This is an optimization exercise on Yosys and OpenROAD, whose aim is small area, a short achievable clock period and few clock cycles, not a production implementation.
At most, simulation tests tie the RTL to the original design; equivalence was not proved.
Power figures rest on the tool's default switching activity, not on a simulated workload.

## mips16
module mips16(clk,rst,imem_addr,imem_rdata,dmem_addr,dmem_wdata,dmem_we,dmem_rdata,dbg_raddr,dbg_rdata);
input clk,rst;
output [15:0] imem_addr;
input [15:0] imem_rdata;
output [15:0] dmem_addr,dmem_wdata;
output dmem_we;
input [15:0] dmem_rdata;
input [2:0] dbg_raddr;
output [15:0] dbg_rdata;
wire [3:0] fop = imem_rdata[15:12];
wire [2:0] frd = imem_rdata[11:9];
wire [2:0] frs = imem_rdata[8:6];
wire [2:0] frt = imem_rdata[5:3];
wire f_st = (fop == 4'd11);
wire [2:0] frb = f_st ? frd : frt;
reg [111:0] regs;
wire [127:0] rv = {regs,16'h0000};
wire [15:0] ra = rv[frs*16 +: 16];
wire [15:0] rb = rv[frb*16 +: 16];
assign dbg_rdata = rv[dbg_raddr*16 +: 16];
reg e_we, e_st, e_bz;             
reg e_ld, e_useimm, e_sum, e_sub, e_selg, e_selp, e_sh, e_left;
reg [2:0] e_rd;
reg [5:0] e_imm;
reg [15:0] e_a, e_b;
reg [15:0] e_pc1;                 
wire [15:0] e_res;
wire fwd_a = e_we && (e_rd == frs);
wire fwd_b = e_we && (e_rd == frb);
always @(posedge clk) begin
  e_ld    <= (fop == 4'd10);
  e_useimm <= (fop >= 4'd9) && (fop <= 4'd12);
  e_sum   <= (fop == 4'd1) || (fop == 4'd2) || (fop == 4'd9);
  e_sub   <= (fop == 4'd2);
  e_selg  <= (fop == 4'd3) || (fop == 4'd4);    
  e_selp  <= (fop == 4'd4) || (fop == 4'd5);    
  e_sh    <= (fop == 4'd6) || (fop == 4'd7) || (fop == 4'd8);
  e_left  <= (fop == 4'd6);
  e_rd    <= frd;
  e_imm   <= imem_rdata[5:0];
  e_a     <= fwd_a ? e_res : ra;
  e_b     <= fwd_b ? e_res : rb;
end
always @(posedge clk or posedge rst) begin
  if (rst) begin
    e_we <= 1'b0;
    e_st <= 1'b0;
    e_bz <= 1'b0;
    e_pc1 <= 16'h0000;
  end else begin
    e_we <= (fop >= 4'd1) && (fop <= 4'd10) && (frd != 3'd0);
    e_st <= f_st;
    e_bz <= (fop == 4'd12);
    e_pc1 <= imem_addr + 16'd1;
  end
end
wire [15:0] imm = {{10{e_imm[5]}},e_imm};
wire [15:0] x = e_bz ? e_pc1 : e_a;
wire [15:0] y = e_useimm ? imm : (e_b ^ {16{e_sub}});
wire [15:0] p = x ^ y;
wire [15:0] gg = x & y;
wire [15:0] g0 = {gg[15:1], gg[0] | (p[0] & e_sub)};
wire [15:0] G1, P1, G2, P2, G3, P3, G4, P4;
genvar g;
generate for (g = 0; g < 16; g = g + 1) begin : pfx
  if (g & 1) begin : l1
    assign G1[g] = g0[g] | (p[g] & g0[g-1]);
    assign P1[g] = p[g] & p[g-1];
  end else begin : l1n
  ...
==> flow/config.mk <==
export PLATFORM = sky130hd
export DESIGN_NAME = mips16
export DESIGN_NICKNAME = mips16
export VERILOG_FILES = /design/flow/design.v
export SDC_FILE = /design/flow/constraint.sdc
export NUM_CORES = 4
export LEC_CHECK = 0
export CAP_MARGIN = 20
export CORE_MARGIN = 2
export CORE_UTILIZATION = 45
export SLEW_MARGIN = 20
==> flow/constraint.sdc <==
create_clock -name core_clock -period 11.0 [get_ports {clk}]
set_input_delay 2.2000 -clock core_clock [delete_from_list [all_inputs] [get_ports {clk}]]
set_output_delay 2.2000 -clock core_clock [all_outputs]
set_load 0.01 [all_outputs]
standard.sh (not shown) runs the stock make flow with config.mk's settings and CLKGATE_MAP_FILE= SYNTH_SCRIPT=/design/flow/synth_recipe.tcl, a recipe that flattens the netlist after the stock synthesis.
==> flow/flow/run.sh <==
#!/bin/bash
set -euo pipefail
export SETUP_SLACK_MARGIN=5.5
export BUFFER_PORTS_ARGS="-buffer_cell sky130_fd_sc_hd__buf_2"
export REMOVE_ABC_BUFFERS=1
bash standard.sh > standard.log 2>&1
The starting point ran to the end with no violations.
Testbench counts at the start, summed over its fixed seeds: cycles 26,648.
Change:
==> flow/flow/run.sh (replaced) <==
#!/bin/bash
set -euo pipefail
export SETUP_SLACK_MARGIN=5.5
export BUFFER_PORTS_ARGS="-buffer_cell sky130_fd_sc_hd__buf_1"
bash standard.sh > standard.log 2>&1
CORE_UTILIZATION = 50   (was 45)
CTS_BUF_LIST = sky130_fd_sc_hd__clkbuf_8   (was default)
Outcome:
- via count fell slightly
- power drops by a little under a tenth
- register-to-register slack got worse by 0.35 ns
- setup slack degrades by 0.065 ns
- sequential share of layout area climbs by 0.90 points


Setup of zinc:
mips16, a different RTL version from the one above (not shown whole).
==> flow/design.v (excerpt) <==
module mips16(clk,rst,imem_addr,imem_rdata,dmem_addr,dmem_wdata,dmem_we,dmem_rdata,dbg_raddr,dbg_rdata);
==> flow/config.mk <==
export PLATFORM = sky130hd
export DESIGN_NAME = mips16
export DESIGN_NICKNAME = mips16
export VERILOG_FILES = /design/flow/design.v
export SDC_FILE = /design/flow/constraint.sdc
export NUM_CORES = 4
export LEC_CHECK = 0
export CAP_MARGIN = 20
export CORE_MARGIN = 2
export CORE_UTILIZATION = 45
export SLEW_MARGIN = 20
export TNS_END_PERCENT = 10
==> flow/constraint.sdc <==
create_clock -name core_clock -period 11.0 [get_ports {clk}]
set_input_delay 2.2000 -clock core_clock [delete_from_list [all_inputs] [get_ports {clk}]]
set_output_delay 2.2000 -clock core_clock [all_outputs]
set_load 0.01 [all_outputs]
==> flow/flow/run.sh <==
#!/bin/bash
set -euo pipefail
export SETUP_SLACK_MARGIN=5.5
export BUFFER_PORTS_ARGS="-buffer_cell sky130_fd_sc_hd__buf_2"
bash standard.sh > standard.log 2>&1
Modified inputs, sierra compared to zinc
- TNS_END_PERCENT: 10 -> unset
==> results.txt <==
sierra completed end to end with timing, DRC and antenna clean. Non-clock buffer total of the final layout (lower): zinc. Final area (sierra over zinc): increase, 1.5%. Comparing zinc against sierra, there is no change at all in fraction of synthesized cell area in xor and xnor cells. Min clock power across zinc and sierra: sierra. Per the comparison of sierra with zinc, worst hold slack grew by 16 ps; critical path depth increased 6; routed metal-1 wire length now sits lower; total power increased by 1.3% relative to the old numbers; setup slack higher.
No functional check of the RTL was part of any run of this note.


Setup of exp/nickel:
The RTL this note starts from:
==> flow/design.v <==
module mips16(clk,rst,imem_addr,imem_rdata,dmem_addr,dmem_wdata,dmem_we,dmem_rdata,dbg_raddr,dbg_rdata);
input clk,rst;
output [15:0] imem_addr;
input [15:0] imem_rdata;
output [15:0] dmem_addr,dmem_wdata;
output dmem_we;
input [15:0] dmem_rdata;
input [2:0] dbg_raddr;
output [15:0] dbg_rdata;
wire [3:0] fop = imem_rdata[15:12];
wire [2:0] frd = imem_rdata[11:9];
wire [2:0] frs = imem_rdata[8:6];
wire [2:0] frt = imem_rdata[5:3];
wire f_st = (fop == 4'd11);
wire [2:0] frb = f_st ? frd : frt;
reg [111:0] regs;
wire [127:0] rv = {regs,16'h0000};
wire [15:0] ra = rv[frs*16 +: 16];
wire [15:0] rb = rv[frb*16 +: 16];
assign dbg_rdata = rv[dbg_raddr*16 +: 16];
reg e_we, e_st, e_bz;             
reg e_ld, e_useimm, e_sum, e_sub, e_selg, e_selp, e_sh, e_left;
reg [2:0] e_rd;
reg [5:0] e_imm;
reg [15:0] e_a, e_b;
reg [15:0] e_pc1;                 
wire [15:0] e_res;
wire fwd_a = e_we && (e_rd == frs);
wire fwd_b = e_we && (e_rd == frb);
always @(posedge clk) begin
  e_ld    <= (fop == 4'd10);
  e_useimm <= (fop >= 4'd9) && (fop <= 4'd12);
  e_sum   <= (fop == 4'd1) || (fop == 4'd2) || (fop == 4'd9);
  e_sub   <= (fop == 4'd2);
  e_selg  <= (fop == 4'd3) || (fop == 4'd4);    
  e_selp  <= (fop == 4'd4) || (fop == 4'd5);    
  e_sh    <= (fop == 4'd6) || (fop == 4'd7) || (fop == 4'd8);
  e_left  <= (fop == 4'd6);
  e_rd    <= frd;
  e_imm   <= imem_rdata[5:0];
  e_a     <= fwd_a ? e_res : ra;
  e_b     <= fwd_b ? e_res : rb;
end
always @(posedge clk or posedge rst) begin
  if (rst) begin
    e_we <= 1'b0;
    e_st <= 1'b0;
    e_bz <= 1'b0;
    e_pc1 <= 16'h0000;
  end else begin
    e_we <= (fop >= 4'd1) && (fop <= 4'd10) && (frd != 3'd0);
    e_st <= f_st;
    e_bz <= (fop == 4'd12);
    e_pc1 <= imem_addr + 16'd1;
  end
end
wire [15:0] imm = {{10{e_imm[5]}},e_imm};
wire [15:0] x = e_bz ? e_pc1 : e_a;
wire [15:0] y = e_useimm ? imm : (e_b ^ {16{e_sub}});
wire [15:0] p = x ^ y;
wire [15:0] gg = x & y;
wire [15:0] g0 = {gg[15:1], gg[0] | (p[0] & e_sub)};
wire [15:0] G1, P1, G2, P2, G3, P3, G4, P4;
genvar g;
generate for (g = 0; g < 16; g = g + 1) begin : pfx
  if (g & 1) begin : l1
    assign G1[g] = g0[g] | (p[g] & g0[g-1]);
    assign P1[g] = p[g] & p[g-1];
  end else begin : l1n
    assign G1[g] = g0[g];
    assign P1[g] = p[g];
  end
  if (g & 2) begin : l2
    assign G2[g] = G1[g] | (P1[g] & G1[(g & ~3) + 1]);
    assign P2[g] = P1[g] & P1[(g & ~3) + 1];
  end else begin : l2n
    assign G2[g] = G1[g];
    assign P2[g] = P1[g];
  end
  if (g & 4) begin : l3
    assign G3[g] = G2[g] | (P2[g] & G2[(g & ~7) + 3]);
    assign P3[g] = P2[g] & P2[(g & ~7) + 3];
  end else begin : l3n
    assign G3[g] = G2[g];
    assign P3[g] = P2[g];
  end
  if (g & 8) begin : l4
    assign G4[g] = G3[g] | (P3[g] & G3[7]);
  end else begin : l4n
    assign G4[g] = G3[g];
  end
end endgenerate
wire [15:0] carry = {G4[14:0], e_sub};
wire [15:0] sum = p ^ carry;
wire [3:0] s = e_b[3:0];
wire [3:0] r = e_left ? (4'd0 - s) : s;
wire [31:0] a2 = {e_a, e_a};
reg [15:0] q1, q2;
integer i;
always @(*) begin
  for (i = 0; i < 16; i = i + 1) begin
    case (r[1:0])
      2'd0: q1[i] = a2[i];
      2'd1: q1[i] = a2[i+1];
      2'd2: q1[i] = a2[i+2];
      default: q1[i] = a2[i+3];
    endcase
  end
end
wire [31:0] q1d = {q1, q1};
always @(*) begin
  for (i = 0; i < 16; i = i + 1) begin
    case (r[3:2])
      2'd0: q2[i] = q1d[i];
      2'd1: q2[i] = q1d[i+4];
      2'd2: q2[i] = q1d[i+8];
      default: q2[i] = q1d[i+12];
    endcase
  end
end
wire [15:0] mask;
generate for (g = 0; g < 16; g = g + 1) begin : m
  assign mask[g] = e_left ? (s <= g) : (s <= 15 - g);
end endgenerate
wire [15:0] shres = (|e_b[15:4]) ? 16'h0000 : (q2 & mask);
assign e_res = ({16{e_sum}} & sum)
             | ({16{e_selg}} & gg)
             | ({16{e_selp}} & p)
             | ({16{e_sh}}  & shres)
             | ({16{e_ld}}  & dmem_rdata);
integer k;
always @(posedge clk) begin
  for (k = 1; k < 8; k = k + 1)
    if (rst || (e_we && e_rd == k))
      regs[(k-1)*16 +: 16] <= rst ? 16'h0000 : e_res;
end
assign dmem_addr = sum;
assign dmem_wdata = e_b;
assign dmem_we = e_st;
wire taken = e_bz && (e_a == 16'h0000);
assign imem_addr = taken ? sum : e_pc1;
endmodule
clock: 11.0 ns
lec_check: 0
cap_margin: 20
core_margin: 2
core_utilization: 45
slew_margin: 20
tns_end_percent: 10
==> flow/flow/run.sh <==
#!/bin/bash
set -euo pipefail
export SETUP_SLACK_MARGIN=5.5
export BUFFER_PORTS_ARGS="-buffer_cell sky130_fd_sc_hd__buf_2"
export SKIP_GATE_CLONING=1
export SKIP_LAST_GASP=1
bash standard.sh > standard.log 2>&1
Testbench counts of exp/nickel, summed over its fixed seeds: cycles 26,648.
--- input diff exp/nickel..exp/cedar ---
==> flow/flow/run.sh <==
#!/bin/bash
set -euo pipefail
export SETUP_SLACK_MARGIN=5.5
export BUFFER_PORTS_ARGS="-buffer_cell sky130_fd_sc_hd__buf_2"
bash standard.sh > standard.log 2>&1
Results
- exp/cedar | status: complete | timing, DRC, antenna: pass
- On final hold slack, exp/nickel and exp/cedar are basically level.
- Sequential share of layout area across exp/nickel and exp/cedar: no real change.
- The total non-filler cell area in the finished layout was comparable across exp/nickel and exp/cedar.
- exp/cedar and exp/nickel ended up with roughly the same power per standard cell area.
- Between exp/nickel and exp/cedar, the power does not differ in any meaningful way.
- Layout buffering overhead excluding clock cells on exp/cedar is up relative to exp/nickel.
### exp/cedar -> exp/onyx
# exp/cedar
export LEC_CHECK = 0
export CAP_MARGIN = 20
export CORE_MARGIN = 2
export CORE_UTILIZATION = 45
export SLEW_MARGIN = 20
export TNS_END_PERCENT = 10
create_clock -name core_clock -period 11.0 [get_ports {clk}]
# exp/onyx
export LEC_CHECK = 0
export CAP_MARGIN = 20
export CORE_MARGIN = 2
export CORE_UTILIZATION = 45
export SLEW_MARGIN = 20
create_clock -name core_clock -period 11.0 [get_ports {clk}]
==> flow/flow/run.sh <==
#!/bin/bash
set -euo pipefail
export SETUP_SLACK_MARGIN=5.5
export BUFFER_PORTS_ARGS="-buffer_cell sky130_fd_sc_hd__buf_2"
export RECOVER_POWER=100
bash standard.sh > standard.log 2>&1
Results
What the final checks of exp/onyx revealed, after a flow that finished every stage, was a layout that fails on max-capacitance violations, max-slew violations. in2out as the classification of the worst setup path was reported by exp/cedar, and in2reg by exp/onyx. As far as cell area after technology mapping goes, exp/cedar and exp/onyx are indistinguishable; the numbers are identical. Detailed-routed wire length on met2: exp/onyx vs exp/cedar up 3.7%. Compared with exp/cedar, exp/onyx has less setup slack. NOTE: count of buffers added by post-CTS timing repair for setup in exp/onyx exceeds that of exp/cedar. Data required time of the worst path is lower on exp/cedar. Of the two values seen for capturing instance or port of the critical path, e_b[5] was produced by exp/onyx and dbg_rdata[8] by exp/cedar.
> inputs changed (exp/onyx -> exp/xenon)
# exp/onyx
export LEC_CHECK = 0
export CAP_MARGIN = 20
export CORE_MARGIN = 2
export CORE_UTILIZATION = 45
export SLEW_MARGIN = 20
create_clock -name core_clock -period 11.0 [get_ports {clk}]
# exp/xenon
export LEC_CHECK = 0
export CAP_MARGIN = 20
export CORE_MARGIN = 2
export CORE_UTILIZATION = 45
export CTS_CLUSTER_DIAMETER = 100
export CTS_CLUSTER_SIZE = 40
export SLEW_MARGIN = 20
create_clock -name core_clock -period 11.0 [get_ports {clk}]
==> flow/flow/run.sh <==
#!/bin/bash
set -euo pipefail
export SETUP_SLACK_MARGIN=5.5
export BUFFER_PORTS_ARGS="-buffer_cell sky130_fd_sc_hd__buf_2"
bash standard.sh > standard.log 2>&1
==> results.txt <==
Both conditions hold for exp/xenon: the flow ran to the end and the final layout passed the timing, design-rule and antenna checks.
In exp/xenon the final number of max-transition violations turned out 96 lower than in exp/onyx.
[exp/xenon vs exp/onyx] worst setup slack: higher in exp/xenon
Sort exp/onyx and exp/xenon by arrival time at the worst endpoint asc -> top: exp/xenon
Sequential share of layout area: lower on exp/xenon
exp/xenon vs exp/onyx: routed length on met2 down
exp/onyx -> exp/xenon: via count flat
When exp/xenon is measured against exp/onyx, its final critical-path required period turns out 1410 ps lower.
Net switching fraction of the power for exp/xenon: 0.20 points down relative to exp/onyx
Input changes introduced in exp/delta (baseline for comparison: exp/xenon):
# exp/xenon
export LEC_CHECK = 0
export CAP_MARGIN = 20
export CORE_MARGIN = 2
export CORE_UTILIZATION = 45
export CTS_CLUSTER_DIAMETER = 100
export CTS_CLUSTER_SIZE = 40
export SLEW_MARGIN = 20
create_clock -name core_clock -period 11.0 [get_ports {clk}]
# exp/delta
export LEC_CHECK = 0
export CAP_MARGIN = 20
export CORE_MARGIN = 2
export CORE_UTILIZATION = 45
export SLEW_MARGIN = 20
create_clock -name core_clock -period 11.0 [get_ports {clk}]
Notes after the runs:
Comparing exp/xenon against exp/delta, there is no change at all in shortest period the worst path allows. Re hold slack: no difference whatsoever between exp/xenon and exp/delta. exp/delta -> exp/xenon: cell depth of the worst min-delay path delta 0, exact match. Compared with exp/xenon, in exp/delta die height saw little to no change; boundary pin count roughly the same; post-cts repair resize count shows no meaningful change. exp/xenon -> exp/delta: clock network area share flat. exp/xenon and exp/delta ended up with roughly the same required arrival time at the worst endpoint. exp/delta vs. exp/xenon: worst-case setup margin in the final layout level, critical path depth stayed essentially flat.
--- input diff exp/delta..exp/umber ---
==> flow/flow/run.sh <==
#!/bin/bash
set -euo pipefail
export SETUP_SLACK_MARGIN=5.2
export BUFFER_PORTS_ARGS="-buffer_cell sky130_fd_sc_hd__buf_2"
bash standard.sh > standard.log 2>&1
Results
On worst slew slack as a fraction of its limit, the lower figure sits with exp/delta, not exp/umber. Between exp/umber and exp/delta, it is exp/umber whose cell count along the critical path is lower, by 6. The CTS buffer count of exp/delta and that of exp/umber are within noise of each other. exp/umber vs. exp/delta: combinational fraction of design power moved down; detailed-route wire length on metal 1 moved down; first-pass GRT wire length has decreased; share of power burned in the clock network saw an increase. Portion of the clock cycle consumed by the worst path in the final layout ended up 1.9 points higher on exp/umber than on exp/delta. exp/umber vs. exp/delta: number of ordinary and repair buffers in the finished layout went down by 17. Setup slack in exp/umber is smaller than in exp/delta. Final HPWL from detailed placement grows slightly when moving from exp/delta to exp/umber.

-- separate check: timing with driven ports --
The flow's constraints put no driver on any port. The routed layouts listed below were extracted and timed again, unchanged, in two steps. Step 1 (the two cells are an assumption about what drives the block):
set clk [get_ports {clk}]
set_driving_cell -lib_cell sky130_fd_sc_hd__clkbuf_16 $clk
set_driving_cell -lib_cell sky130_fd_sc_hd__buf_2 [delete_from_list [all_inputs] $clk]
Step 2 adds t to the input delays and takes it off the output delays; t is the mean of the earliest and latest rising clock arrival at the registers after step 1. Input paths then give back, and output paths get back, about the clock's delay inside the block. a / b / c = ideal ports / drivers / drivers and shift; a / b = the first two.
| run | t (ns) | setup WS [ns] | pins driven straight from the clock port |
|---|---|---|---|
| the first run of note 1 | 0.487 | 5.234 / 5.181 / 5.342 | 1 |
| the second run of note 1 | 0.520 | 5.168 / 5.122 / 5.379 | 1 |
| zinc | 0.490 | 5.370 / 5.320 / 5.320 | 1 |
| sierra | 0.488 | 5.401 / 5.349 / 5.386 | 1 |
| exp/nickel | 0.488 | 5.273 / 5.248 / 5.248 | 1 |
| exp/cedar | 0.488 | 5.320 / 5.299 / 5.300 | 1 |
| exp/onyx | 0.490 | 3.937 / 3.964 / 3.474 | 1 |
| exp/xenon | 0.490 | 5.346 / 5.297 / 5.367 | 1 |
| exp/delta | 0.490 | 5.346 / 5.297 / 5.367 | 1 |
| exp/umber | 0.492 | 5.140 / 5.120 / 5.120 | 1 |
For exp/onyx, which loses most, drivers alone change the setup slack by +0.027 ns; drivers and shift together by -0.463 ns.
